From an optimization exercise on the open Yosys and OpenROAD flow, aimed at small area and a short achievable clock period; shortcuts taken in it are not production practice.
RTL that was checked went through simulation tests only; none was proved equivalent to the original.
No functional check of the RTL was part of runs 2, 3, 5 and 6.

**run.sh**
```bash
#!/bin/bash
# synth_recipe.tcl (not shown) runs the flow's synth.tcl, then flattens the netlist and writes it again
# the make line also repeats each setting of config.mk as NAME=value (left out here)
make -C /OpenROAD-flow-scripts/flow DESIGN_CONFIG=/design/flow/config.mk WORK_HOME=/design/flow/orfs CLKGATE_MAP_FILE= SYNTH_SCRIPT=/design/flow/synth_recipe.tcl finish
```
**config.mk**
```make
export PLATFORM = sky130hd
export DESIGN_NAME = sobel_filter
export DESIGN_NICKNAME = sobel_filter
export VERILOG_FILES = /design/flow/design.v
export SDC_FILE = /design/flow/constraint.sdc
export NUM_CORES = 4
export LEC_CHECK = 0
export CAP_MARGIN = 20
export CORE_MARGIN = 2
export CORE_UTILIZATION = 40
export SLEW_MARGIN = 20
```
**constraint.sdc**
```tcl
create_clock -name core_clock -period 12.0 [get_ports {clk}]
set_input_delay 2.4000 -clock core_clock [delete_from_list [all_inputs] [get_ports {clk}]]
set_output_delay 2.4000 -clock core_clock [all_outputs]
set_load 0.01 [all_outputs]
```
**design.v**
```verilog
`timescale 1ns / 1ps
module conv3x3 #(
    parameter int PIXEL_WIDTH = 8,   
    parameter int IMAGE_WIDTH = 8,   
    parameter int COEFF_WIDTH = 8,   
    parameter int OUTPUT_WIDTH = 8,   
    parameter logic signed [COEFF_WIDTH-1:0] K00 = 1,
    K01 = 1,
    K02 = 1,
    parameter logic signed [COEFF_WIDTH-1:0] K10 = 1,
    K11 = 1,
    K12 = 1,
    parameter logic signed [COEFF_WIDTH-1:0] K20 = 1,
    K21 = 1,
    K22 = 1,
    parameter int SCALE_SHIFT = 0   
) (
    input  logic                           clk,
    input  logic                           rst_n,
    input  logic        [ PIXEL_WIDTH-1:0] pixel_in,
    input  logic                           valid_in,
    output logic signed [OUTPUT_WIDTH-1:0] pixel_out,
    output logic                           valid_out
);
  logic [PIXEL_WIDTH-1:0] line_buf0[0:IMAGE_WIDTH-1];
  logic [PIXEL_WIDTH-1:0] line_buf1[0:IMAGE_WIDTH-1];
  int col_count;
  always_ff @(posedge clk or negedge rst_n) begin
    if (!rst_n) begin
      for (int i = 0; i <= IMAGE_WIDTH - 1; i++) begin
        line_buf0[i] <= '0;
        line_buf1[i] <= '0;
      end
      col_count <= 0;
    end else if (valid_in) begin
      for (int i = IMAGE_WIDTH - 1; i >= 0; i--) begin
        line_buf0[i] <= line_buf0[i-1];
        line_buf1[i] <= line_buf1[i-1];
      end
      line_buf0[0] <= pixel_in;
      line_buf1[0] <= line_buf0[IMAGE_WIDTH-1];
      if (col_count == IMAGE_WIDTH - 1) col_count <= 0;
      else col_count <= col_count + 1;
    end
  end
  localparam int WINDOW_SIZE = 3;
  logic [PIXEL_WIDTH-1:0] window_reg[WINDOW_SIZE-1:0][WINDOW_SIZE-1:0];
  always_ff @(posedge clk or negedge rst_n) begin
    if (!rst_n) begin
      for (int i = 0; i < WINDOW_SIZE; i++) begin
        for (int j = 0; j < WINDOW_SIZE; j++) begin
          window_reg[i][j] <= '0;
        end
      end
    end else if (valid_in) begin
      if (col_count == 0) begin
        window_reg[0][0] <= '0;
        window_reg[0][1] <= '0;
      end else if (col_count == 1) begin
        window_reg[0][0] <= '0;
        window_reg[0][1] <= window_reg[0][2];
      end else begin
        window_reg[0][0] <= window_reg[0][1];
        window_reg[0][1] <= window_reg[0][2];
      end
      window_reg[0][2] <= line_buf1[IMAGE_WIDTH-1];
      if (col_count == 0) begin
        window_reg[1][0] <= '0;
        window_reg[1][1] <= '0;
      end else if (col_count == 1) begin
        window_reg[1][0] <= '0;
        window_reg[1][1] <= window_reg[1][2];
      end else begin
        window_reg[1][0] <= window_reg[1][1];
        window_reg[1][1] <= window_reg[1][2];
      end
      window_reg[1][2] <= line_buf0[IMAGE_WIDTH-1];
      if (col_count == 0) begin
        window_reg[2][0] <= '0;
        window_reg[2][1] <= '0;
      end else if (col_count == 1) begin
        window_reg[2][0] <= '0;
        window_reg[2][1] <= window_reg[2][2];
      end else begin
        window_reg[2][0] <= window_reg[2][1];
        window_reg[2][1] <= window_reg[2][2];
      end
      window_reg[2][2] <= pixel_in;
    end
  end
  localparam int CONV_WIDTH = PIXEL_WIDTH + COEFF_WIDTH + 4;
  logic signed [CONV_WIDTH-1:0] sum;
  assign sum = $signed(
      {1'b0, window_reg[0][0]}
  ) * K00 + $signed(
      {1'b0, window_reg[0][1]}
  ) * K01 + $signed(
      {1'b0, window_reg[0][2]}
  ) * K02 + $signed(
      {1'b0, window_reg[1][0]}
  ) * K10 + $signed(
      {1'b0, window_reg[1][1]}
  ) * K11 + $signed(
      {1'b0, window_reg[1][2]}
  ) * K12 + $signed(
      {1'b0, window_reg[2][0]}
  ) * K20 + $signed(
      {1'b0, window_reg[2][1]}
  ) * K21 + $signed(
      {1'b0, window_reg[2][2]}
  ) * K22;
  logic signed [CONV_WIDTH-1:0] scaled;
  assign scaled = sum >>> SCALE_SHIFT;
  localparam int MAX_PIXEL = (1 << (OUTPUT_WIDTH - 1)) - 1;   
  localparam int MIN_PIXEL = -(1 << (OUTPUT_WIDTH - 1));   
  always_comb begin
    if (scaled > CONV_WIDTH'($signed(MAX_PIXEL))) pixel_out = MAX_PIXEL[OUTPUT_WIDTH-1:0];
    else if (scaled < CONV_WIDTH'($signed(MIN_PIXEL))) pixel_out = MIN_PIXEL[OUTPUT_WIDTH-1:0];
    else pixel_out = scaled[OUTPUT_WIDTH-1:0];
  end
  localparam int WARMUP_CYCLES = 2 * IMAGE_WIDTH + 3;
  int pixel_count;
  always_ff @(posedge clk or negedge rst_n) begin
    if (!rst_n) begin
      pixel_count <= '0;
    end else if (valid_in) begin
      if (pixel_count < WARMUP_CYCLES) pixel_count <= pixel_count + 1;
    end
  end
  assign valid_out = valid_in && (pixel_count >= WARMUP_CYCLES);
endmodule
`timescale 1ns / 1ps
module sobel_filter #(
    parameter int PIXEL_WIDTH = 8,
    parameter int IMAGE_WIDTH = 64
) (
    input  logic                   clk,
    input  logic                   rst_n,
    input  logic [PIXEL_WIDTH-1:0] pixel_in,
    input  logic                   valid_in,
    output logic [PIXEL_WIDTH-1:0] edge_out,
    output logic                   valid_out
);
  localparam int CONV_OUTPUT_WIDTH = 12;
  logic signed [CONV_OUTPUT_WIDTH-1:0] gx_out;
  logic valid_gx_out;
  conv3x3 #(
      .PIXEL_WIDTH(PIXEL_WIDTH),
      .IMAGE_WIDTH(IMAGE_WIDTH),
      .COEFF_WIDTH(8),
      .OUTPUT_WIDTH(CONV_OUTPUT_WIDTH),
      .K00(-8'sd1),
      .K01(8'sd0),
      .K02(8'sd1),
      .K10(-8'sd2),
      .K11(8'sd0),
      .K12(8'sd2),
      .K20(-8'sd1),
      .K21(8'sd0),
      .K22(8'sd1),
      .SCALE_SHIFT(0)
  ) gx (
      .clk(clk),
      .rst_n(rst_n),
      .pixel_in(pixel_in),
      .valid_in(valid_in),
      .pixel_out(gx_out),
      .valid_out(valid_gx_out)
  );
  logic signed [CONV_OUTPUT_WIDTH-1:0] gy_out;
  logic valid_gy_out;
  conv3x3 #(
      .PIXEL_WIDTH(PIXEL_WIDTH),
      .IMAGE_WIDTH(IMAGE_WIDTH),
      .COEFF_WIDTH(8),
      .OUTPUT_WIDTH(CONV_OUTPUT_WIDTH),
      .K00(-8'sd1),
      .K01(-8'sd2),
      .K02(-8'sd1),
      .K10(8'sd0),
      .K11(8'sd0),
      .K12(8'sd0),
      .K20(8'sd1),
      .K21(8'sd2),
      .K22(8'sd1),
      .SCALE_SHIFT(0)
  ) gy (
      .clk(clk),
      .rst_n(rst_n),
      .pixel_in(pixel_in),
      .valid_in(valid_in),
      .pixel_out(gy_out),
      .valid_out(valid_gy_out)
  );
  logic [  CONV_OUTPUT_WIDTH:0] gradient;
  logic [CONV_OUTPUT_WIDTH-1:0] gx_abs;
  logic [CONV_OUTPUT_WIDTH-1:0] gy_abs;
  always_comb begin
    gx_abs   = (gx_out < 0) ? -gx_out : gx_out;
    gy_abs   = (gy_out < 0) ? -gy_out : gy_out;
    gradient = gx_abs + gy_abs;
  end
  assign edge_out  = (gradient > 255) ? 8'd255 : gradient[PIXEL_WIDTH-1:0];
  assign valid_out = valid_gx_out & valid_gy_out;
endmodule
```
==> results_dict.tcl, run 1 <==
set metrics [dict create \
    status "finished clean" \
    netlist_top_cells_count "dfrtp_1 (1240), mux2_2 (1004), inv_1 (192)" \
    ys_types 92 \
    syn_nets 3899 \
    finClkSkew_ns 0.0250 \
    hp-start "gy.window_reg[1][3]" \
    grt_pass1_wl_mm 144 \
    drt-initial-drc-count 1648 \
    holdWs_ns 0.471 \
    synth_top_cell_area_share_pct 59.3 \
    netlist_instances 3739 \
    reg_top3 "gy.line_buf1 (352), gx.line_buf0 (280), gy.line_buf0 (224)" \
    cp_top_family "adder cells" \
    hold_class "flop to flop" \
    syn_area_per_cell_um2 14.0 \
    seq_area_frac_synth_pct 59.3 \
    worst_slack_ns 0.640 \
    place_hpwl_mm 49.9 \
    worstMarginPinSlew_ns 1.21 \
    cts_tree "built" \
    synth_area_leaders "dfrtp_1 (59%), mux2_2 (22%), fa_1 (2.4%), ha_1 (2.1%), xnor2_1 (1.9%)" \
    max_stage_delay_ns 0.65 \
    io_pins 20 \
    max_freq_mhz 88.0 \
    drtAntennaViolNets 0 \
    dieHeight_um 366 \
    setup_viol 0 \
    synth_ff_type "dfrtp_1" \
    top_layer "met4" \
    cp_max_fo 11 \
    ys_ff_latch 1240 \
    post_drt_wl_per_cell_um 14.6 \
    holdPathStages 2 \
    cts_buffers 135 \
    n_antenna_cell 0 \
    arrival_ns 8.96 \
    reg2regPathDepth 9 \
    num_rows 132 \
    fin_setup_tns_ns 0 \
    wl_met1_mm 41.7 \
    cts_max_level 4 \
    cap_viol_max_count 0 \
    grt_setup_unrepaired "no" \
    area_growth_pct 12.5 \
    slew_headroom_pct 19.2 \
    die_w_um 366 \
    worst_path_max_delay_cell "or4b_4" \
    drc 0 \
    crit_type "flop to primary output" \
    grt_pass1_vias 28300 \
    start_util_pct 40.4 \
    cp-start-kind "flop" \
    die_area_um2 134000 \
    slew_violations 0 \
    clock_latency_ns 0.74 \
    grt-ovfl-total 0 \
    track_usage_pct 12.8 \
    seq_area_um2 31000 \
    grt_max_degree 201 \
    cts_hold_buf 0 \
    startpoint "gx.window_reg[5][0]" \
    synth_area_leader_cell "dfrtp_1" \
    end_kind "primary output" \
    cp.depth 32 \
    synth-async-reset-ratio_pct 100 \
    largest_reg_flops 352 \
    period_minus_slack_ns 11.36 \
    nFillCells 11500 \
    clk_pin_slew_ns 0.07 \
    drive_gt1_share_pct 33.2 \
    place_ws_ns 0.700 \
    antenna_found_initial 0 \
    worstPathRequired_ns 9.60 \
    largest-register "gy.line_buf1" \
    vias 27600 \
    wirelength_mm 82.1 \
    dr.pass1.iters 5 \
    synth.most_common_cell "dfrtp_1" \
    synth_edf_count 0 \
    port_buffers 19 \
    coreArea_um2 130000 \
    worstReg2RegStart "gx.pixel_count[0]" \
    viasPerCell 4.92 \
    root_buffer "clkbuf_16" \
    ctsLongestPathBuffers 3 \
    crit_buf_inv 6 \
    yosysWarnings 9 \
    cts.sinks 1240 \
    netlist_area_um2 52300 \
    gp_congestion 0.833 \
    multi_input_area_um2 20100 \
    dr_wl_met2_mm 35.4 \
    hold_viol_final 0 \
    period_share_pct 94.7 \
    dr_wl_met3_mm 2.87 \
    nNetsFinal 3930 \
]
==> cells in the final DEF (no fill, tap or decap), types with 28 or more instances in the layout <==
cell,synthesis,routed
o2bb2ai_1,35,35
inv_1,192,190
and3_1,28,28
xnor2_1,113,113
clkbuf_16,0,141
o21ai_0,69,69
xor2_1,44,44
mux2_2,1004,1004
clkbuf_1,143,41
nand4_1,39,39
dfrtp_1,1240,1240
a21oi_1,58,57
fa_1,63,63
nor3_1,33,30
nor2_1,70,69
ha_1,86,82
nand3_1,61,60
nand2_1,163,163
nor4_1,34,31
==> worst reg2reg max path, cell delays in order (launching register included) <==
cell     delay, ns
dfrtp_1       0.41
ha_1          0.25
or4_1         0.50
o31ai_1       0.28
a41o_1        0.33
and2_1        0.38
and3_1        0.35
nand2_1       0.14
or3_1         0.40
xnor2_1       0.13
==> per-layer routing <==
layer / up-vias / track usage [%]
met1: 13900 / 18.9
met5: - / 0
met3: 149 / 2.69
li1: 13300 / -
met2: 301 / 18.5
met4: 0 / 4.54
==> repair_timing <==
item                       CTS  global route
buffers inserted             0             5
pin swaps                    0             8
gates resized for setup      1            24
setup endpoints to repair    3             8
==> metrics by stage <==
stage / utilization [%] / area (µm²) / std cells
6_report: 45.4 / 58900 / 5608
5_1_grt: 45.4 / 58900 / 5608
4_1_cts: 45.3 / 58700 / 5603
3_5_place_dp: 42.0 / 54400 / 5370
3_3_place_gp: 42.0 / 54400 / 5370
2_1_floorplan: - / 52300 / 3739
==> cell type report <==
type,count,area share (%)
sequential,1240,52.7
multi-input combinational,2149,34.1
clock buffer,205,6.79
tap,1742,3.70
inverter,193,1.23
timing repair buffer,51,0.903
clock inverter,28,0.540
==> worst paths after layout <==
kind	end	slack, ns
max in group asynchronous	gx.line_buf0[43][3]	7.88
worst min register to register	gy.window_reg[2][3]	0.47
worst min-delay path	gy.window_reg[2][3]	0.47
min in group asynchronous	gx.pixel_count[6]	1.75
worst max register to register	gx.pixel_count[30]	8.70
worst max-delay path	edge_out[1]	0.64
==> logic make-up after synthesis <==
family	share of synthesized area [%]
flops	59.3
mux	21.8
xor+xnor	2.69
buf+inv	2.56
simple gates	5.17
compound gates	4.07
fa+ha+maj	4.47
==> run 2: changes to the inputs <==
==> design.v (replaced) <==
`timescale 1ns / 1ps
module conv3x3 #(
    parameter int PIXEL_WIDTH = 8,
    parameter int IMAGE_WIDTH = 64
) (
    input  logic                   clk,
    input  logic                   rst_n,
    input  logic [PIXEL_WIDTH-1:0] pixel_in,
    input  logic                   valid_in,
    output logic [PIXEL_WIDTH-1:0] edge_out,
    output logic                   valid_out
);
  localparam int W = IMAGE_WIDTH;
  localparam int PW = PIXEL_WIDTH;
  localparam int DEPTH = 2 * W + 2;   
  localparam int CW = 6;   
  logic [PW-1:0] lb[DEPTH];
  always_ff @(posedge clk) begin
    if (valid_in) begin
      lb[0] <= pixel_in;
      for (int i = 1; i < DEPTH; i++) lb[i] <= lb[i-1];
    end
  end
  logic [CW-1:0] col;
  logic [1:0] line;
  logic warm;
  always_ff @(posedge clk or negedge rst_n) begin
    if (!rst_n) begin
      col  <= '0;
      line <= '0;
      warm <= 1'b0;
    end else if (valid_in) begin
      col <= col + 1'b1;
      if (&col && !line[1]) line <= line + 1'b1;
      if (line[1] && col == CW'(2)) warm <= 1'b1;
    end
  end
  assign valid_out = valid_in & warm;
  logic m1, m0;   
  assign m1 = (col != '0);
  assign m0 = (col[CW-1:1] != '0);
  logic signed [11:0] w02, w12, w21, w01, w20, w10, w00;
  assign w12 = 12'(lb[W-1]);
  assign w02 = 12'(lb[2*W-1]);
  assign w21 = m1 ? 12'(lb[0]) : '0;
  assign w01 = m1 ? 12'(lb[2*W]) : '0;
  assign w20 = m0 ? 12'(lb[1]) : '0;
  assign w10 = m0 ? 12'(lb[W+1]) : '0;
  assign w00 = m0 ? 12'(lb[2*W+1]) : '0;
  logic signed [11:0] bx, ay, z, u, nu, k;
  assign bx = 2 * w12 + w02 - w00 - 2 * w10 - w20;
  assign ay = 2 * w21 - 2 * w01 - w02 + w20 - w00;
  assign z  = w12 - w00 - w10 + w21 - w01;
  assign u  = w12 + w02 - w10 - w20 - w21 + w01;
  assign nu = w10 + w20 + w21 - w01 - w12 - w02;   
  assign k  = 12'sd1 + w00 + w10 - w21 + w01 - w12;   
  logic usat;
  assign usat = (u >= 12'sd128) || (u <= -12'sd128);
  logic signed [11:0] p, v, gx, gy;
  logic [6:0] nv;
  assign p  = 12'(pixel_in);
  assign v  = p + z;
  assign nv = 7'(~pixel_in) + k[6:0];   
  assign gx = p + bx;
  assign gy = p + ay;
  logic sx, sy, sat;
  logic [6:0] half;
  assign sx  = gx[11];
  assign sy  = gy[11];
  assign sat = usat || (v >= 12'sd128) || (v <= -12'sd128);
  assign half = (sx == sy) ? (sx ? nv : v[6:0]) : (sx ? nu[6:0] : u[6:0]);
  always_ff @(posedge clk) begin
    if (valid_in) edge_out <= sat ? 8'd255 : {half, 1'b0};
  end
endmodule
`timescale 1ns / 1ps
module sobel_filter #(
    parameter int PIXEL_WIDTH = 8,
    parameter int IMAGE_WIDTH = 64
) (
    input  logic                   clk,
    input  logic                   rst_n,
    input  logic [PIXEL_WIDTH-1:0] pixel_in,
    input  logic                   valid_in,
    output logic [PIXEL_WIDTH-1:0] edge_out,
    output logic                   valid_out
);
  conv3x3 #(
      .PIXEL_WIDTH(PIXEL_WIDTH),
      .IMAGE_WIDTH(IMAGE_WIDTH)
  ) u_core (
      .clk      (clk),
      .rst_n    (rst_n),
      .pixel_in (pixel_in),
      .valid_in (valid_in),
      .edge_out (edge_out),
      .valid_out(valid_out)
  );
endmodule
--- a/config.mk
+++ b/config.mk
@@ -10,2 +10,5 @@
 export CORE_UTILIZATION = 40
+export CTS_BUF_LIST = sky130_fd_sc_hd__clkbuf_4 sky130_fd_sc_hd__clkbuf_8
+export CTS_CLUSTER_SIZE = 30
+export SETUP_SLACK_MARGIN = 5
 export SLEW_MARGIN = 20
==> results_dict.tcl, run 2 <==
set metrics [dict create \
    grt-ovfl-total 0 \
    cp_max_fo 8 \
    port_buffers 19 \
    ff2ff_setup_slack_ns 5.37 \
    post_drt_wl_per_cell_um 17.0 \
    start_util_pct 40.4 \
    io_pins 20 \
    ys_types 57 \
    fin_area_um2 44100 \
    cts_buffers 157 \
    grt_max_degree 221 \
    netlist_instances 1881 \
    num_rows 114 \
    hold_viol_final 0 \
    finClkSkew_ns 0.0327 \
    synth_top_family_by_area "adder cells" \
    crit_type "input pin to flop" \
    end_kind "flop" \
    clock_latency_ns 0.80 \
    layout.cells.non_filler 3475 \
    max_freq_mhz 150 \
    layout_common_cells "edfxtp_1 (1048), inv_1 (227), clkbuf_8 (159)" \
    slew_headroom_pct 30.7 \
    dpl_cell_area_um2 40900 \
    netlist_top_cells_count "edfxtp_1 (1048), inv_1 (229), fa_1 (140)" \
    synth_edf_count 1048 \
    synth_compound_area_share_pct 2.36 \
    status "finished clean" \
    arrival_ns 7.16 \
    synth_area_leader_cell "edfxtp_1" \
    dp.cells 3179 \
    drtAntennaViolNets 0 \
    antenna_found_initial 6 \
    gp_congestion 0.836 \
    yosys.area_share.simple_pct 1.63 \
    yosysWarnings 2 \
    cp-start-kind "input pin" \
    dieHeight_um 316 \
    yosys.area_share.adder_pct 10.5 \
    nNetsFinal 2322 \
    drc 0 \
    cts_hold_buf 0 \
    fin_setup_tns_ns 0 \
    synthMuxAreaShare_pct 0.417 \
    drt-initial-drc-count 1339 \
    syn_area_per_cell_um2 20.7 \
    die_w_um 316 \
    slew_violations 0 \
    synth_ff_type "edfxtp_1" \
    vias 15800 \
    worstMarginPinSlew_ns 1.04 \
    netlist_area_um2 39000 \
    cts_tree "built" \
    worst_slack_ns 5.35 \
    wirelength_mm 59.2 \
    grt_pass1_vias 16500 \
    clk_pin_slew_ns 0.06 \
    hold_class "flop to flop" \
    cts.sinks 1057 \
    coreArea_um2 96600 \
    reg_top3 "u_core.lb (1040), u_core.edge_out (8), u_core.col (6)" \
    worstPathRequired_ns 12.51 \
    synth_top_cell_area_share_pct 80.8 \
    place_ws_ns 4.57 \
    cts_max_level 4 \
    synth.most_common_cell "edfxtp_1" \
    grt_setup_unrepaired "no" \
    synth_xor_area_share_pct 1.44 \
    synth-async-reset-ratio_pct 0.851 \
    period_minus_slack_ns 6.65 \
    largest-register "u_core.lb" \
    final_common_cell "edfxtp_1" \
    track_usage_pct 12.2 \
    drive_gt1_share_pct 12.7 \
    syn_nets 2136 \
    viasPerCell 4.55 \
    setup_viol 0 \
    die_area_um2 99900 \
    root_buffer "clkbuf_8" \
    area_growth_pct 13.2 \
    ctsLongestPathBuffers 3 \
    holdWs_ns 0.400 \
    cap_viol_max_count 0 \
    largest_reg_flops 1040 \
    place_hpwl_mm 34.2 \
    dr.pass1.iters 4 \
    period_share_pct 55.4 \
    ys_ff_latch 1057 \
    seq_area_frac_synth_pct 81.3 \
    synth_area_leaders "edfxtp_1 (81%), fa_1 (7.2%), ha_1 (3.3%), inv_1 (2.2%), xnor2_1 (0.94%)" \
    grt_pass1_wl_mm 93.5 \
    nFillCells 8163 \
]
## run 2: changes by cell type in the layout (fill, tap and decap cells not counted), sizes merged, moves of 35 or more
cell     delta
fa         +77
clkinv     +53
mux2     -1004
nand3      -55
nand2     -109
xnor2      -72
o21ai      -55
nand4      -35
dfrtp    -1231
nor2       -47
inv        +41
edfxtp   +1048
o2bb2ai    -35
## run 2: final timing paths
path / cells past startpoint / start / end
setup / recovery: 16 / pixel_in[2] / u_core.edge_out[1]
hold / removal: 0 / u_core.lb[126][1] / u_core.lb[127][1]
setup reg to reg: 27 / u_core.col[3] / u_core.edge_out[1]
hold reg to reg: 0 / u_core.lb[126][1] / u_core.lb[127][1]
max in group asynchronous: 1 / rst_n / u_core.col[4]
min in group asynchronous: 1 / rst_n / u_core.line[0]
## run 2: critical path, stage by stage
cell and delay (ns):
clkdlybuf4s50_1 0.63, fa_1 0.63, inv_1 0.06, fa_1 0.53, inv_1 0.06, fa_1 0.56
inv_1 0.07, fa_1 0.49, nor2b_4 0.14, o21ai_0 0.10, a21oi_2 0.16, nor3_1 0.07
a2111o_1 0.41, nor4_1 0.42, a2bb2oi_4 0.30, o21ai_1 0.11
## run 2: cell type report
class                   count  area, µm²  area share (%)
repair buffers             34        385           0.874
well taps                1276       1600            3.62
inverters                 229        860            1.95
clock inverters            89        621            1.41
diodes                      3       7.51          0.0170
multi-input cells         588       6450            14.6
flip-flops and latches   1057      31700            71.9
clock buffers             199       2490            5.64
## run 2: repair_timing
item / CTS / global route
setup endpoints to repair: 8 / 8
resized for setup: 7 / 17
buffers inserted: 0 / 4
pin swaps: 2 / 6
## run 2: stage by stage
stage	util (%)
finish	45.7
global route	45.7
CTS	45.6
detailed placement	42.3
global placement	42.3
floorplan	-
## run 2: metal layers
metal	up-vias	share of wire [%]	wire length (µm)	GRT usage (%)
met2	266	43	25300	16.7
li1	7336	-	-	-
met4	6	2.5	1490	5.14
met1	8069	50	29800	18.4
met3	122	4.4	2610	3.34
met5	-	0.064	38	0
## run 2: cell families (layout without fill, tap and decap cells)
group / Yosys count / after routing
AO/OA/AOI/OAI: 137 / 137
AND/OR/NAND/NOR: 130 / 130
buffers and inverters: 236 / 551
other: 0 / 3
adder cells (fa/ha/maj): 244 / 244
flip-flops: 1057 / 1057
multiplexers: 16 / 16
XOR/XNOR: 61 / 61
==> run 3: changes to the inputs <==
--- a/config.mk
+++ b/config.mk
@@ -10,5 +10,2 @@
 export CORE_UTILIZATION = 40
-export CTS_BUF_LIST = sky130_fd_sc_hd__clkbuf_4 sky130_fd_sc_hd__clkbuf_8
-export CTS_CLUSTER_SIZE = 30
-export SETUP_SLACK_MARGIN = 5
 export SLEW_MARGIN = 20
==> results_dict.tcl, run 3 <==
set metrics [dict create \
    status "finished clean" \
    synth_area_leaders "edfxtp_1 (81%), fa_1 (7.2%), ha_1 (3.3%), inv_1 (2.2%), xnor2_1 (0.94%)" \
    netlist_top_cells_count "edfxtp_1 (1048), inv_1 (229), fa_1 (140)" \
    cts_max_level 3 \
    grt_use_met2_pct 16.4 \
    final_util_pct 45.5 \
    synth-async-reset-ratio_pct 0.851 \
    worstHoldEndpoint "u_core.lb[127][7]" \
    cp-start-kind "flop" \
    netlist_area_um2 39000 \
    arrival_ns 7.68 \
    dieHeight_um 316 \
    seq_area_frac_synth_pct 81.3 \
    synth.most_common_cell "edfxtp_1" \
    gp_congestion 0.836 \
    drt-initial-drc-count 1420 \
    die_w_um 316 \
    coreArea_um2 96600 \
    yosys.area_share.adder_pct 10.5 \
    vias 15400 \
    num_rows 114 \
    grt_use_met3_pct 2.45 \
    cp_max_fo 24 \
    cts.sinks 1057 \
    max_freq_mhz 136 \
    crit_type "flop to flop" \
    synth_top_cell_area_share_pct 80.8 \
    yosysWarnings 2 \
    post_cts_resized 0 \
    slew_headroom_pct 31.2 \
    nNetsFinal 2258 \
    syn_nets 2136 \
    holdPathStages 0 \
    track_usage_pct 11.7 \
    slew_violations 0 \
    ff2ff_setup_slack_ns 4.67 \
    root_buffer "clkbuf_16" \
    synth_compound_area_share_pct 2.36 \
    largest-register "u_core.lb" \
    post_cts_buffers 0 \
    ys_ff_latch 1057 \
    synth_top_family_by_area "adder cells" \
    layout_common_cells "edfxtp_1 (1048), inv_1 (229), fa_1 (140)" \
    ys_types 57 \
    die_area_um2 99900 \
    netlist_instances 1881 \
    worstMarginPinSlew_ns 1.03 \
    wirelength_mm 57.6 \
    period_share_pct 61.1 \
    synth_xor_area_share_pct 1.44 \
    cap_viol_max_count 0 \
    hold_viol_final 0 \
    synth_edf_count 1048 \
    drc 0 \
    grt_pass1_vias 15700 \
    setup_viol 0 \
    cts_tree "built" \
    hold_class "flop to flop" \
    r2r-end "u_core.edge_out[3]" \
    final_common_cell "edfxtp_1" \
    drive_gt1_share_pct 7.93 \
    grt_setup_unrepaired "no" \
    worstPathRequired_ns 12.35 \
    viasPerCell 4.57 \
    yosys.area_share.simple_pct 1.63 \
    place_hpwl_mm 34.2 \
    io_pins 20 \
    fin_setup_tns_ns 0 \
    drtAntennaViolNets 0 \
    startpoint "u_core.col[2]" \
    area_growth_pct 12.8 \
    reg_top3 "u_core.lb (1040), u_core.edge_out (8), u_core.col (6)" \
    syn_area_per_cell_um2 20.7 \
    clock_latency_ns 0.64 \
    cts_buffers 97 \
    end_kind "flop" \
    dr.pass1.iters 4 \
    ctsLongestPathBuffers 3 \
    antenna_found_initial 4 \
    period_minus_slack_ns 7.33 \
    cts_hold_buf 0 \
    finClkSkew_ns 0.0143 \
    grt_pass1_wl_mm 90.7 \
    synth_area_leader_cell "edfxtp_1" \
    start_util_pct 40.4 \
    hp-start "u_core.lb[126][7]" \
    grt_max_degree 221 \
    synthMuxAreaShare_pct 0.417 \
    grt_use_met1_pct 18.1 \
    worstReg2RegStart "u_core.col[2]" \
    post_drt_wl_per_cell_um 17.2 \
    reg2regPathDepth 27 \
    grt-ovfl-total 0 \
    gr-max-usage-layer "met1" \
    clk_pin_slew_ns 0.06 \
    largest_reg_flops 1040 \
    synth_ff_type "edfxtp_1" \
    port_buffers 19 \
]
run 3: cell count changes in the layout (fill, tap and decap cells not counted), moves of 8 or more:
cell / before / now
clkbuf_8: 159 / 0
clkbuf_16: 0 / 99
clkbuf_4: 40 / 0
clkinv_1: 49 / 23
clkbuf_1: 0 / 12
clkinvlp_4: 2 / 10
run 3: logic make-up (layout without fill, tap and decap cells):
family | count (synthesis) | after routing
buffers and inverters | 236 | 435
adders and majority gates | 244 | 244
DFF | 1057 | 1057
xor gates and xnor gates | 61 | 61
muxes | 16 | 16
AOI/OAI and AO/OA | 137 | 137
and+or+nand+nor | 130 | 130
other | 0 | 2
run 3: worst max path at each step:
stage / slack [ns] / end / cells after the start
floorplan: 5.62 / u_core.edge_out[3] / 26
global placement: 4.55 / u_core.edge_out[3] / 15
detailed placement: 4.57 / u_core.edge_out[3] / 16
CTS: 4.64 / u_core.edge_out[3] / 27
global route: 4.12 / u_core.edge_out[3] / 27
finish: 4.67 / u_core.edge_out[3] / 27
run 3: cell type report:
class	instances	area, µm²
Fill cell	8083	52600
Sequential cell	1057	31700
Multi-Input combinational cell	588	6380
Clock buffer	111	2520
Tap cell	1276	1600
Inverter	229	860
Clock inverter	65	554
Timing Repair Buffer	30	348
Antenna cell	2	5.00
run 3: worst max-delay path, cell delays in order (launching register included):
cell	delay, ns
dfrtp_1	0.43
nor4_2	0.45
nand2_1	0.10
buf_4	0.26
nand2_1	0.16
inv_1	0.18
fa_1	0.63
inv_1	0.06
ha_1	0.28
a21o_1	0.16
a21oi_1	0.26
o21ai_0	0.19
a21oi_1	0.29
nor2b_1	0.09
o21ai_0	0.18
nand2b_1	0.13
xnor2_1	0.18
fa_1	0.46
fa_1	0.51
inv_1	0.04
ha_1	0.29
o21ai_0	0.11
a21boi_0	0.34
o32ai_4	0.16
mux2i_1	0.14
or3_1	0.41
a2bb2oi_2	0.39
o211ai_2	0.14
run 3: routing by layer:
layer  wire length (µm)  vias up
met3               2240      109
met2              24600      210
li1                   -     7159
met5                 42        -
met1              29300     7869
met4               1460        6
run 3: per-stage QoR:
stage / hold WS, ns / area [µm²] / std cells / setup slack [ns]
global route: 0.414 / 44000 / 3356 / 4.12
detailed placement: 0.405 / 40900 / 3179 / 4.57
CTS: 0.408 / 43900 / 3355 / 4.64
floorplan: 0.400 / 39000 / 1881 / 5.62
finish: 0.410 / 44000 / 3358 / 4.67
global placement: 0.402 / 40900 / 3179 / 4.55
==> run 4: changes to the inputs <==
--- a/design.v
+++ b/design.v
@@ -41,34 +41,31 @@
   assign m0 = (col[CW-1:1] != '0);
-  logic signed [11:0] w02, w12, w21, w01, w20, w10, w00;
-  assign w12 = 12'(lb[W-1]);
-  assign w02 = 12'(lb[2*W-1]);
-  assign w21 = m1 ? 12'(lb[0]) : '0;
-  assign w01 = m1 ? 12'(lb[2*W]) : '0;
-  assign w20 = m0 ? 12'(lb[1]) : '0;
-  assign w10 = m0 ? 12'(lb[W+1]) : '0;
-  assign w00 = m0 ? 12'(lb[2*W+1]) : '0;
-  logic signed [11:0] bx, ay, z, u, nu, k;
-  assign bx = 2 * w12 + w02 - w00 - 2 * w10 - w20;
-  assign ay = 2 * w21 - 2 * w01 - w02 + w20 - w00;
-  assign z  = w12 - w00 - w10 + w21 - w01;
-  assign u  = w12 + w02 - w10 - w20 - w21 + w01;
-  assign nu = w10 + w20 + w21 - w01 - w12 - w02;   
-  assign k  = 12'sd1 + w00 + w10 - w21 + w01 - w12;   
+  logic [PW-1:0] w02, w12, w21, w11, w01, w20, w10, w00;
+  assign w12 = lb[W-1];
+  assign w02 = lb[2*W-1];
+  assign w21 = lb[0];
+  assign w11 = lb[W];
+  assign w01 = lb[2*W];
+  assign w20 = lb[1];
+  assign w10 = lb[W+1];
+  assign w00 = lb[2*W+1];
+  logic signed [11:0] e, f, g, u, z;
+  assign e = m1 ? (12'(w21) - 12'(w01)) : '0;
+  assign f = m0 ? (12'(w10) + 12'(w20)) : '0;
+  assign g = m0 ? (12'(w00) + 12'(w10)) : '0;
+  assign u = 12'(w02) + 12'(w12) - f - e;
+  assign z = 12'(w12) - g + e;
   logic usat;
+  logic [6:0] ua;
   assign usat = (u >= 12'sd128) || (u <= -12'sd128);
-  logic signed [11:0] p, v, gx, gy;
-  logic [6:0] nv;
-  assign p  = 12'(pixel_in);
-  assign v  = p + z;
-  assign nv = 7'(~pixel_in) + k[6:0];   
-  assign gx = p + bx;
-  assign gy = p + ay;
-  logic sx, sy, sat;
-  logic [6:0] half;
-  assign sx  = gx[11];
-  assign sy  = gy[11];
-  assign sat = usat || (v >= 12'sd128) || (v <= -12'sd128);
-  assign half = (sx == sy) ? (sx ? nv : v[6:0]) : (sx ? nu[6:0] : u[6:0]);
+  assign ua = u[11] ? 7'(-u) : u[6:0];
+  logic signed [11:0] v;
+  logic vsat;
+  logic [6:0] va;
+  assign v = z + 12'(pixel_in);
+  assign vsat = (v >= 12'sd128) || (v <= -12'sd128);
+  assign va = v[11] ? 7'(-v) : v[6:0];
+  logic [PW-1:0] edge_nxt;
+  assign edge_nxt = (usat || vsat) ? 8'd255 : {(va > ua ? va : ua), 1'b0};
   always_ff @(posedge clk) begin
-    if (valid_in) edge_out <= sat ? 8'd255 : {half, 1'b0};
+    if (valid_in) edge_out <= edge_nxt;
   end
==> results_dict.tcl, run 4 <==
set metrics [dict create \
    die_area_um2 90900 \
    cts_max_level 3 \
    synth_edf_count 1048 \
    period_share_pct 63.2 \
    holdPathStages 0 \
    syn_nets 1642 \
    cts_hold_buf 0 \
    worst_path_max_delay_cell "fa_1" \
    drive_gt1_share_pct 9.85 \
    arrival_ns 8.08 \
    synth.most_common_cell "edfxtp_1" \
    reg2regPathDepth 29 \
    dpl_cell_area_um2 37100 \
    wl_met1_mm 24.7 \
    drt-initial-drc-count 1142 \
    synth-async-reset-ratio_pct 0.851 \
    gp_congestion 0.789 \
    port_buffers 19 \
    worstPathRequired_ns 12.50 \
    cts.sinks 1057 \
    n_antenna_cell 0 \
    fin_area_um2 40400 \
    wirelength_mm 47.3 \
    reg_top3 "u_core.lb (1040), u_core.edge_out (8), u_core.col (6)" \
    yosys.area_share.simple_pct 1.95 \
    clk_pin_slew_ns 0.06 \
    crit_type "input pin to flop" \
    netlist_instances 1535 \
    yosysWarnings 2 \
    synth_top_family_by_area "adder cells" \
    final_common_cell "edfxtp_1" \
    synth_top_cell_area_share_pct 88.9 \
    synth_ff_type "edfxtp_1" \
    viasPerCell 4.63 \
    cp_max_fo 7 \
    seq_area_frac_synth_pct 89.5 \
    num_rows 109 \
    yosys.area_share.adder_pct 4.01 \
    grt_pass1_wl_mm 74.6 \
    cts_buffers 98 \
    io_pins 20 \
    antenna_found_initial 1 \
    coreArea_um2 88100 \
    fin_setup_tns_ns 0 \
    vias 13500 \
    dr_wl_met3_mm 2.22 \
    root_buffer "clkbuf_16" \
    nNetsFinal 1769 \
    status "finished clean" \
    grt_max_degree 229 \
    cts_tree "built" \
    synth_area_leader_cell "edfxtp_1" \
    ys_ff_latch 1057 \
    worstMarginPinSlew_ns 1.01 \
    dr.pass1.iters 5 \
    period_minus_slack_ns 7.59 \
    end_kind "flop" \
    drtAntennaViolNets 0 \
    post_cts_buffers 0 \
    slew_violations 0 \
    hold_viol_final 0 \
    synth_xor_area_share_pct 1.11 \
    dieHeight_um 302 \
    slew_headroom_pct 32.4 \
    cp-start-kind "input pin" \
    clock_latency_ns 0.67 \
    synth_compound_area_share_pct 2.44 \
    max_stage_delay_ns 0.57 \
    place_hpwl_mm 25.0 \
    drc 0 \
    finClkSkew_ns 0.0504 \
    ctsLongestPathBuffers 3 \
    top_layer "met4" \
    synthMuxAreaShare_pct 0.0601 \
    die_w_um 302 \
    dr_wl_met2_mm 18.8 \
    area_growth_pct 14.0 \
    netlist_area_um2 35400 \
    grt-ovfl-total 0 \
    post_drt_wl_per_cell_um 16.2 \
    largest_reg_flops 1040 \
    setup_viol 0 \
    layout_common_cells "edfxtp_1 (1048), clkbuf_16 (99), inv_1 (81)" \
    max_freq_mhz 132 \
    start_util_pct 40.2 \
    largest-register "u_core.lb" \
    cp_cell_sequence "clkdlybuf4s50_1 -> fa_1 -> inv_1 -> fa_1 -> inv_1 -> ha_1 -> inv_1 -> fa_1 -> nor2b_1 -> o2111ai_2 -> a31oi_1 -> and2_1 -> nand2b_1 -> mux2_2 -> ha_1 -> nor2b_1 -> o21ai_0 -> nand2b_1 -> a221oi_1 -> a41oi_1 -> and3_1 -> a21o_1 -> nand3_2" \
    synth_area_leaders "edfxtp_1 (89%), ha_1 (2.4%), fa_1 (1.6%), inv_1 (0.86%), xnor2_1 (0.72%)" \
    grt_pass1_vias 13300 \
    grt_setup_unrepaired "no" \
    syn_area_per_cell_um2 23.1 \
    netlist_top_cells_count "edfxtp_1 (1048), inv_1 (81), ha_1 (67)" \
    hold_class "flop to flop" \
    cap_viol_max_count 0 \
    track_usage_pct 10.5 \
    post_cts_resized 0 \
    ys_types 63 \
]
==> run 4: kinds of logic after synthesis <==
group,Yosys count
buffers and inverters,85
adder cells (fa/ha/maj),96
multiplexers,2
AO/OA/AOI/OAI,118
XOR/XNOR,45
flip-flops,1057
AND/OR/NAND/NOR,132
==> run 4: worst max-delay path: cells and delay by family <==
family	cells	cell delay, ns
compound gates	6	1.38
mux	1	0.39
simple gates	7	1.27
fa+ha+maj	5	1.94
buf+inv	4	0.69
==> run 4: routing by layer <==
| metal | global-route usage [%] | vias up |
|---|---|---|
| met1 | 16.7 | 6900 |
| met5 | 0 | - |
| met4 | 4.71 | 0 |
| met3 | 2.56 | 113 |
| met2 | 13.3 | 245 |
| li1 | - | 6237 |
==> run 4: through the flow <==
| step | instances | setup slack (ns) | util (%) | hold slack [ns] |
|---|---|---|---|---|
| 6_report | 2912 | 4.41 | 45.8 | 0.390 |
| 5_1_grt | 2912 | 4.00 | 45.8 | 0.390 |
| 4_1_cts | 2910 | 4.49 | 45.8 | 0.384 |
| 3_5_place_dp | 2725 | 3.79 | 42.2 | 0.405 |
| 3_3_place_gp | 2725 | 3.95 | 42.2 | 0.401 |
| 2_1_floorplan | 1535 | 4.89 | - | 0.400 |
==> run 4: final cells by class <==
type / count / area (µm²)
multi-input combinational: 393 / 3390
tap: 1165 / 1460
sequential: 1057 / 31700
timing repair buffer: 31 / 350
fill: 7351 / 47700
inverter: 81 / 304
clock inverter: 69 / 631
clock buffer: 116 / 2540
==> run 4: path summary, 6_finish.rpt <==
kind	from	to	slack, ns
max	pixel_in[1]	u_core.edge_out[6]	4.41
min	u_core.lb[120][6]	u_core.lb[121][6]	0.39
max reg2reg	u_core.lb[65][1]	u_core.edge_out[6]	5.04
min reg2reg	u_core.lb[120][6]	u_core.lb[121][6]	0.39
max in group asynchronous	rst_n	u_core.col[5]	9.68
min in group asynchronous	rst_n	u_core.col[1]	2.04
==> run 5: changes to the inputs <==
--- a/design.v
+++ b/design.v
@@ -41,29 +41,33 @@
   assign m0 = (col[CW-1:1] != '0);
-  logic [PW-1:0] w02, w12, w21, w11, w01, w20, w10, w00;
-  assign w12 = lb[W-1];
-  assign w02 = lb[2*W-1];
-  assign w21 = lb[0];
-  assign w11 = lb[W];
-  assign w01 = lb[2*W];
-  assign w20 = lb[1];
-  assign w10 = lb[W+1];
-  assign w00 = lb[2*W+1];
-  logic signed [11:0] e, f, g, u, z;
-  assign e = m1 ? (12'(w21) - 12'(w01)) : '0;
-  assign f = m0 ? (12'(w10) + 12'(w20)) : '0;
-  assign g = m0 ? (12'(w00) + 12'(w10)) : '0;
-  assign u = 12'(w02) + 12'(w12) - f - e;
-  assign z = 12'(w12) - g + e;
+  logic signed [11:0] z, bx, ay;
+  logic [6:0] zm1, ua;
   logic usat;
-  logic [6:0] ua;
-  assign usat = (u >= 12'sd128) || (u <= -12'sd128);
-  assign ua = u[11] ? 7'(-u) : u[6:0];
-  logic signed [11:0] v;
-  logic vsat;
-  logic [6:0] va;
-  assign v = z + 12'(pixel_in);
-  assign vsat = (v >= 12'sd128) || (v <= -12'sd128);
-  assign va = v[11] ? 7'(-v) : v[6:0];
+  sobel_pre u_pre (
+      .w02(lb[2*W-1]),
+      .w12(lb[W-1]),
+      .w21(lb[0]),
+      .w01(lb[2*W]),
+      .w20(lb[1]),
+      .w10(lb[W+1]),
+      .w00(lb[2*W+1]),
+      .m1 (m1),
+      .m0 (m0),
+      .z  (z),
+      .zm1(zm1),
+      .bx (bx),
+      .ay (ay),
+      .ua (ua),
+      .usat(usat)
+  );
   logic [PW-1:0] edge_nxt;
-  assign edge_nxt = (usat || vsat) ? 8'd255 : {(va > ua ? va : ua), 1'b0};
+  sobel_mag u_mag (
+      .p   (pixel_in),
+      .z   (z),
+      .zm1 (zm1),
+      .bx  (bx),
+      .ay  (ay),
+      .ua  (ua),
+      .usat(usat),
+      .edge_nxt(edge_nxt)
+  );
   always_ff @(posedge clk) begin
@@ -71,2 +75,57 @@
   end
+endmodule
+module sobel_pre (
+    input  logic        [7:0] w02,
+    input  logic        [7:0] w12,
+    input  logic        [7:0] w21,
+    input  logic        [7:0] w01,
+    input  logic        [7:0] w20,
+    input  logic        [7:0] w10,
+    input  logic        [7:0] w00,
+    input  logic              m1,
+    input  logic              m0,
+    output logic signed [11:0] z,
+    output logic        [6:0] zm1,
+    output logic signed [11:0] bx,
+    output logic signed [11:0] ay,
+    output logic        [6:0] ua,
+    output logic              usat
+);
+  logic signed [11:0] a, b, t1, s0, s1, u;
+  assign a  = 12'(w02);
+  assign b  = 12'(w12);
+  assign t1 = m1 ? 12'(w21) - 12'(w01) : '0;   
+  assign s0 = m0 ? 12'(w00) + 12'(w10) : '0;   
+  assign s1 = m0 ? 12'(w10) + 12'(w20) : '0;   
+  assign z  = b + t1 - s0;
+  assign u  = b + a - t1 - s1;
+  assign zm1 = 7'(z[6:0] - 7'd1);
+  assign bx = z + u;
+  assign ay = z - u;
+  assign ua = u[11] ? 7'(-u) : u[6:0];
+  assign usat = (u >= 12'sd128) || (u <= -12'sd128);
+endmodule
+module sobel_mag (
+    input  logic        [7:0] p,
+    input  logic signed [11:0] z,
+    input  logic        [6:0] zm1,
+    input  logic signed [11:0] bx,
+    input  logic signed [11:0] ay,
+    input  logic        [6:0] ua,
+    input  logic              usat,
+    output logic        [7:0] edge_nxt
+);
+  logic signed [11:0] v, gx, gy;
+  logic [6:0] vm1;
+  assign v   = 12'(p) + z;
+  assign vm1 = p[6:0] + zm1;   
+  assign gx  = 12'(p) + bx;
+  assign gy  = 12'(p) + ay;
+  logic sx, sy, sat;
+  logic [6:0] half;
+  assign sx   = gx[11];
+  assign sy   = gy[11];
+  assign sat  = usat || (v >= 12'sd128) || (v <= -12'sd128);
+  assign half = (sx == sy) ? (sx ? ~vm1 : v[6:0]) : ua;
+  assign edge_nxt = sat ? 8'd255 : {half, 1'b0};
 endmodule
--- a/config.mk
+++ b/config.mk
@@ -10,2 +10,7 @@
 export CORE_UTILIZATION = 40
+export CTS_BUF_LIST = sky130_fd_sc_hd__clkbuf_4 sky130_fd_sc_hd__clkbuf_8
+export CTS_CLUSTER_SIZE = 30
+export SETUP_SLACK_MARGIN = 5
 export SLEW_MARGIN = 20
+export SYNTH_HIERARCHICAL = 1
+export SYNTH_MINIMUM_KEEP_SIZE = 0
==> results_dict.tcl, run 5 <==
set metrics [dict create \
    reg_top3 "u_core.lb (1040), u_core.edge_out (8), u_core.col (6)" \
    startpoint "u_core.lb[127][0]" \
    fin_setup_tns_ns 0 \
    drive_gt1_share_pct 15.5 \
    arrival_ns 7.14 \
    holdWs_ns 0.386 \
    largest-register "u_core.lb" \
    yosysWarnings 9 \
    grt_pass1_wl_mm 86.4 \
    ys_types 71 \
    worst_path_max_delay_cell "fa_1" \
    syn_nets 1861 \
    synth_area_leader_cell "edfxtp_1" \
    grt_use_met1_pct 17.6 \
    cts.sinks 1057 \
    nNetsFinal 2052 \
    worstMarginPinSlew_ns 1.04 \
    crit_type "flop to flop" \
    ys_ff_latch 1057 \
    cp-start-kind "flop" \
    clk_pin_slew_ns 0.06 \
    cp.depth 24 \
    viasPerCell 4.70 \
    grt_use_met2_pct 15.7 \
    io_pins 20 \
    largest_reg_flops 1040 \
    cts_max_level 4 \
    netlist_top_cells_count "edfxtp_1 (1048), ha_1 (107), inv_1 (88)" \
    synth_ff_type "edfxtp_1" \
    synth-async-reset-ratio_pct 0.851 \
    start_util_pct 40.3 \
    die_w_um 307 \
    syn_area_per_cell_um2 21.4 \
    die_area_um2 94500 \
    worst_path_most_repeated_cell "a21o_1" \
    drt-initial-drc-count 1122 \
    period_share_pct 55.3 \
    grt_setup_unrepaired "no" \
    grt_use_met3_pct 3.25 \
    cap_viol_max_count 0 \
    grt_max_degree 187 \
    cp_max_fo 6 \
    hold_viol_final 0 \
    wirelength_mm 54.4 \
    synth_edf_count 1048 \
    drtAntennaViolNets 0 \
    dr.pass1.iters 4 \
    track_usage_pct 11.6 \
    slew_violations 0 \
    antenna_found_initial 1 \
    max_freq_mhz 151 \
    period_minus_slack_ns 6.64 \
    finClkSkew_ns 0.0295 \
    area_growth_pct 13.9 \
    netlist_area_um2 36800 \
    ctsLongestPathBuffers 3 \
    grt-ovfl-total 0 \
    dieHeight_um 307 \
    cts_buffers 163 \
    crit_buf_inv 2 \
    synth_area_leaders "edfxtp_1 (85%), ha_1 (3.6%), fa_1 (1.4%), xnor2_1 (1.3%), inv_1 (0.90%)" \
    netlist_instances 1718 \
    synth.most_common_cell "edfxtp_1" \
    clock_latency_ns 0.77 \
    setup_viol 0 \
    reg2regPathDepth 24 \
    max_stage_delay_ns 0.48 \
    r2r-end "u_core.edge_out[7]" \
    place_hpwl_mm 28.3 \
    port_buffers 19 \
    seq_area_frac_synth_pct 86.1 \
    cp_cell_sequence "ha_1 -> fa_1 -> a21o_1 -> a21oi_1 -> o21bai_1 -> a21oi_1 -> xnor2_1 -> fa_1 -> ha_2 -> a21o_1 -> o221a_2 -> o31a_1 -> a31oi_4 -> inv_1 -> ha_1 -> inv_1 -> a21o_1 -> a221o_1 -> a311o_1 -> o2111ai_1 -> xor2_2 -> or2_2 -> o22ai_1 -> o21ai_1" \
    status "finished clean" \
    coreArea_um2 91400 \
    endpoint "u_core.edge_out[7]" \
    slew_headroom_pct 30.5 \
    gr-max-usage-layer "met1" \
    final_common_cell "edfxtp_1" \
    worstReg2RegStart "u_core.lb[127][0]" \
    gp_congestion 0.847 \
    layout_common_cells "edfxtp_1 (1048), clkbuf_8 (166), ha_1 (103)" \
    post_drt_wl_per_cell_um 16.9 \
    hold_class "flop to flop" \
    ff2ff_setup_slack_ns 5.36 \
    synth_top_cell_area_share_pct 85.5 \
    grt_pass1_vias 15500 \
    num_rows 111 \
    worstPathRequired_ns 12.50 \
    root_buffer "clkbuf_8" \
    vias 15200 \
    cp_top_family "compound AO/OA/AOI/OAI gates" \
    drc 0 \
    cts_tree "built" \
    end_kind "flop" \
]
-- run 5: changes by cell type after synthesis, moves of 8 or more --
cell / previous run / this run
xor2_1: 16 / 32
o21ai_0: 16 / 25
ha_1: 67 / 107
xnor2_1: 29 / 55
a21o_1: 15 / 23
a21oi_1: 26 / 46
nor2_1: 28 / 43
-- run 5: worst min-delay path by stage --
stage                      startpoint           endpoint  depth (start not counted)
global placement     u_core.lb[28][1]   u_core.lb[29][1]                          0
floorplan            u_core.lb[99][0]  u_core.lb[100][0]                          0
finish               u_core.lb[44][5]   u_core.lb[45][5]                          0
global route         u_core.lb[44][5]   u_core.lb[45][5]                          0
CTS                  u_core.lb[44][5]   u_core.lb[45][5]                          0
detailed placement  u_core.lb[104][4]  u_core.lb[105][4]                          0
-- run 5: modules after synthesis, one instance, submodules excluded, excerpt --
module     flip-flops and latches  cell area, µm²  cells inside  times used
sobel_mag                       0            1200           153           1
sobel_pre                       0            3710           479           1
-- run 5: cells by family after synthesis --
group,Yosys count,share of synthesized area [%]
buf+inv,98,1.03
mux,3,0.0850
compound gates,185,3.51
fa+ha+maj,135,5.08
simple gates,152,2.08
xor+xnor,88,2.11
flops,1057,86.1
-- run 5: worst reg2reg max path, stage by stage (launching register included) --
cell and delay (ns):
edfxtp_1 0.40, ha_1 0.27, fa_1 0.42, a21o_1 0.18
a21oi_1 0.24, o21bai_1 0.11, a21oi_1 0.23, xnor2_1 0.20
fa_1 0.48, ha_2 0.35, a21o_1 0.21, o221a_2 0.28
o31a_1 0.35, a31oi_4 0.23, inv_1 0.07, ha_1 0.37
inv_1 0.10, a21o_1 0.21, a221o_1 0.35, a311o_1 0.31
o2111ai_1 0.16, xor2_2 0.18, or2_2 0.37, o22ai_1 0.20
o21ai_1 0.10
-- run 5: timing repair --
| item | 4_1_cts | 5_1_grt |
|---|---|---|
| resized for setup | 7 | 29 |
| pin swaps | 2 | 9 |
| hold buffers | 0 | 0 |
| setup endpoints to repair | 7 | 7 |
| setup buffers | 1 | 3 |
-- run 5: area by class of cell --
class / instances / area, µm²
Clock inverter: 76 / 463
Multi-Input combinational cell: 563 / 4920
Antenna cell: 1 / 2.50
Fill cell: 7601 / 49400
Inverter: 89 / 334
Timing Repair Buffer: 35 / 348
Tap cell: 1186 / 1480
Sequential cell: 1057 / 31700
Clock buffer: 220 / 2690
-- run 5: metrics by stage --
stage	util (%)	setup slack (ns)	std cells	area (µm²)
after floorplan	-	5.78	1718	36800
after global placement	42.2	4.77	2925	38500
after detailed placement	42.2	4.59	2925	38500
after CTS	45.7	5.03	3222	41700
after global routing	45.9	4.99	3227	41900
final	45.9	5.36	3227	41900
-- run 5: routing by layer --
metal	up-vias	part of all wire, %
li1	7074	-
met1	7730	52
met2	276	42
met3	103	4.2
met5	-	0
met4	0	2.4
==> run 6: changes to the inputs <==
==> flow/run.sh (new file) <==
#!/bin/bash
set -euo pipefail
bash standard.sh SETUP_SLACK_MARGIN=7 finish > standard_flow.log 2>&1
==> standard.sh (new file) <==
#!/bin/bash
# synth_recipe.tcl (not shown) runs the flow's synth.tcl, then flattens the netlist and writes it again
# the make line also repeats each setting of config.mk as NAME=value (left out here)
make -C /OpenROAD-flow-scripts/flow DESIGN_CONFIG=/design/flow/config.mk WORK_HOME=/design/flow/orfs CLKGATE_MAP_FILE= SYNTH_SCRIPT=/design/flow/synth_recipe.tcl "${@:-finish}"
removed: run.sh
==> results_dict.tcl, run 6 <==
set metrics [dict create \
    status "finished clean" \
    max_stage_delay_ns 0.56 \
    netlist_instances 1718 \
    cp-start-kind "flop" \
    final_common_cell "edfxtp_1" \
    fin_setup_tns_ns 0 \
    slew_violations 0 \
    period_share_pct 51.5 \
    holdWs_ns 0.400 \
    crit_buf_inv 5 \
    ctsLongestPathBuffers 3 \
    cts_max_level 4 \
    die_w_um 307 \
    cap_viol_max_count 0 \
    cts.sinks 1057 \
    largest_reg_flops 1040 \
    drtAntennaViolNets 0 \
    syn_nets 1861 \
    die_area_um2 94500 \
    netlist_top_cells_count "edfxtp_1 (1048), ha_1 (107), inv_1 (88)" \
    arrival_ns 6.72 \
    grt_pass1_wl_mm 89.3 \
    start_util_pct 40.3 \
    yosysWarnings 9 \
    coreArea_um2 91400 \
    cp_max_fo 6 \
    grt_pass1_vias 15800 \
    post_drt_wl_per_cell_um 17.5 \
    gp_congestion 0.805 \
    cts_tree "built" \
    reg_top3 "u_core.lb (1040), u_core.edge_out (8), u_core.col (6)" \
    worstPathRequired_ns 12.53 \
    layout.cells.non_filler 3270 \
    largest-register "u_core.lb" \
    antenna_found_initial 2 \
    hold_viol_final 0 \
    grt_setup_unrepaired "yes" \
    grt_max_degree 200 \
    cts_hold_buf 0 \
    crit_type "flop to flop" \
    grt-ovfl-total 0 \
    cp_top_family "adder cells" \
    synth_ff_type "edfxtp_1" \
    io_pins 20 \
    drive_gt1_share_pct 21.4 \
    dp.cells 2927 \
    seq_area_frac_synth_pct 86.1 \
    synth_area_leader_cell "edfxtp_1" \
    worstMarginPinSlew_ns 1.02 \
    layout_common_cells "edfxtp_1 (1048), clkbuf_8 (167), ha_1 (87)" \
    cts_buffers 162 \
    nNetsFinal 2097 \
    area_growth_pct 17.1 \
    multi_input_area_um2 5610 \
    drc 0 \
    clock_latency_ns 0.80 \
    vias 15500 \
    startpoint "u_core.lb[0][0]" \
    seq_area_um2 31700 \
    dieHeight_um 307 \
    final_util_pct 47.2 \
    finClkSkew_ns 0.0345 \
    clk_pin_slew_ns 0.06 \
    slew_headroom_pct 31.7 \
    dpl_cell_area_um2 38800 \
    port_buffers 19 \
    place_hpwl_mm 30.7 \
    setup_viol 0 \
    wirelength_mm 57.1 \
    viasPerCell 4.73 \
    dr.pass1.iters 4 \
    ys_types 71 \
    netlist_area_um2 36800 \
    track_usage_pct 12.2 \
    synth_edf_count 1048 \
    drt-initial-drc-count 1314 \
    synth-async-reset-ratio_pct 0.851 \
    hold_class "flop to flop" \
    hp-start "u_core.lb[108][2]" \
    max_freq_mhz 162 \
    worstReg2RegStart "u_core.lb[0][0]" \
    worst_path_max_delay_cell "fa_1" \
    synth_top_cell_area_share_pct 85.5 \
    fin_area_um2 43100 \
    synth.most_common_cell "edfxtp_1" \
    root_buffer "clkbuf_8" \
    syn_area_per_cell_um2 21.4 \
    nFillCells 7454 \
    num_rows 111 \
    end_kind "flop" \
    ys_ff_latch 1057 \
    synth_area_leaders "edfxtp_1 (85%), ha_1 (3.6%), fa_1 (1.4%), xnor2_1 (1.3%), inv_1 (0.90%)" \
    period_minus_slack_ns 6.18 \
]
-- run 6: final timing paths --
path	end	slack (ns)	cells after the start
setup / recovery	u_core.edge_out[6]	5.82	28
hold / removal	u_core.lb[109][2]	0.40	0
setup reg to reg	u_core.edge_out[6]	5.82	28
hold reg to reg	u_core.lb[109][2]	0.40	0
max in group asynchronous	u_core.col[0]	9.77	1
min in group asynchronous	u_core.col[1]	1.92	1
-- run 6: cells by family after synthesis --
family | after synthesis | share of synthesized area, %
flip-flops | 1057 | 86.1
AO/OA/AOI/OAI | 185 | 3.51
AND/OR/NAND/NOR | 152 | 2.08
adder cells (fa/ha/maj) | 135 | 5.08
buffers and inverters | 98 | 1.03
XOR/XNOR | 88 | 2.11
multiplexers | 3 | 0.0850
-- run 6: per-layer routing --
metal | wire (µm) | global-route usage (%)
met5 | 0 | 0
met1 | 29100 | 18.5
met2 | 24500 | 17.0
met3 | 2390 | 3.28
met4 | 1140 | 4.54
-- run 6: repair_timing --
| item | 4_1_cts | 5_1_grt |
|---|---|---|
| endpoints found under the setup margin | 9 | 9 |
| pin swaps | 58 | 25 |
| gates cloned | 2 | 0 |
| resized for setup | 91 | 33 |
| setup buffers | 37 | 9 |
-- run 6: worst register-to-register path: cells and delay by family, from the launching register on --
kind / cells / cell delay, ns
compound gates: 10 / 1.50
flops: 1 / 0.38
simple gates: 3 / 0.92
buf+inv: 5 / 0.41
xor+xnor: 4 / 0.79
fa+ha+maj: 6 / 1.94
-- run 6: cell type report --
class | count | area share (%)
inverter | 89 | 0.781
antenna | 1 | 0.00581
tap | 1186 | 3.44
clock buffer | 210 | 6.08
timing repair buffer | 81 | 1.90
multi-input combinational | 563 | 13.0
sequential | 1057 | 73.5
clock inverter | 83 | 1.24
-- run 6: through the flow --
stage	setup slack (ns)
floorplan	6.27
global placement	5.05
detailed placement	4.98
CTS	5.77
global route	5.50
finish	5.82
-- run 6: modules after synthesis, one instance, submodules excluded, a selection --
| module | cells inside | flip-flops and latches | times used |
|---|---|---|---|
| sobel_pre | 479 | 0 | 1 |
| sobel_mag | 153 | 0 | 1 |

static timing again, ports no longer ideal:
In the flow no input, the clock included, has a driving cell. The finished layouts below were timed again as built, in two steps. Step 1 assumes that a clkbuf_16 drives the clock port and a buf_2 every other input. Step 2 times the ports against the registers' clock, not the clock port: input delays grow and output delays shrink by t, the midpoint of the rising clock arrivals with the driver on. a / b / c = ideal ports / drivers / drivers and shift; a / b = the first two.
| run | t (ns) | slack for setup (ns) | worst setup path at the end |
|---|---|---|---|
| run 1 | 0.786 | 0.640 / 0.574 / 1.360 | register to output |
| run 2 | 0.847 | 5.354 / 5.362 / 4.515 | input to register |
| run 3 | 0.690 | 4.669 / 4.669 / 4.501 | input to register |
| run 4 | 0.705 | 4.415 / 4.453 / 3.749 | input to register |
| run 5 | 0.825 | 5.359 / 5.359 / 5.292 | input to register |
| run 6 | 0.843 | 5.816 / 5.816 / 5.816 | register to register |
After both steps every run listed still meets setup and hold. The setup slack of run 2, which loses most, moves by +0.008 ns with the drivers and by -0.839 ns with both steps.
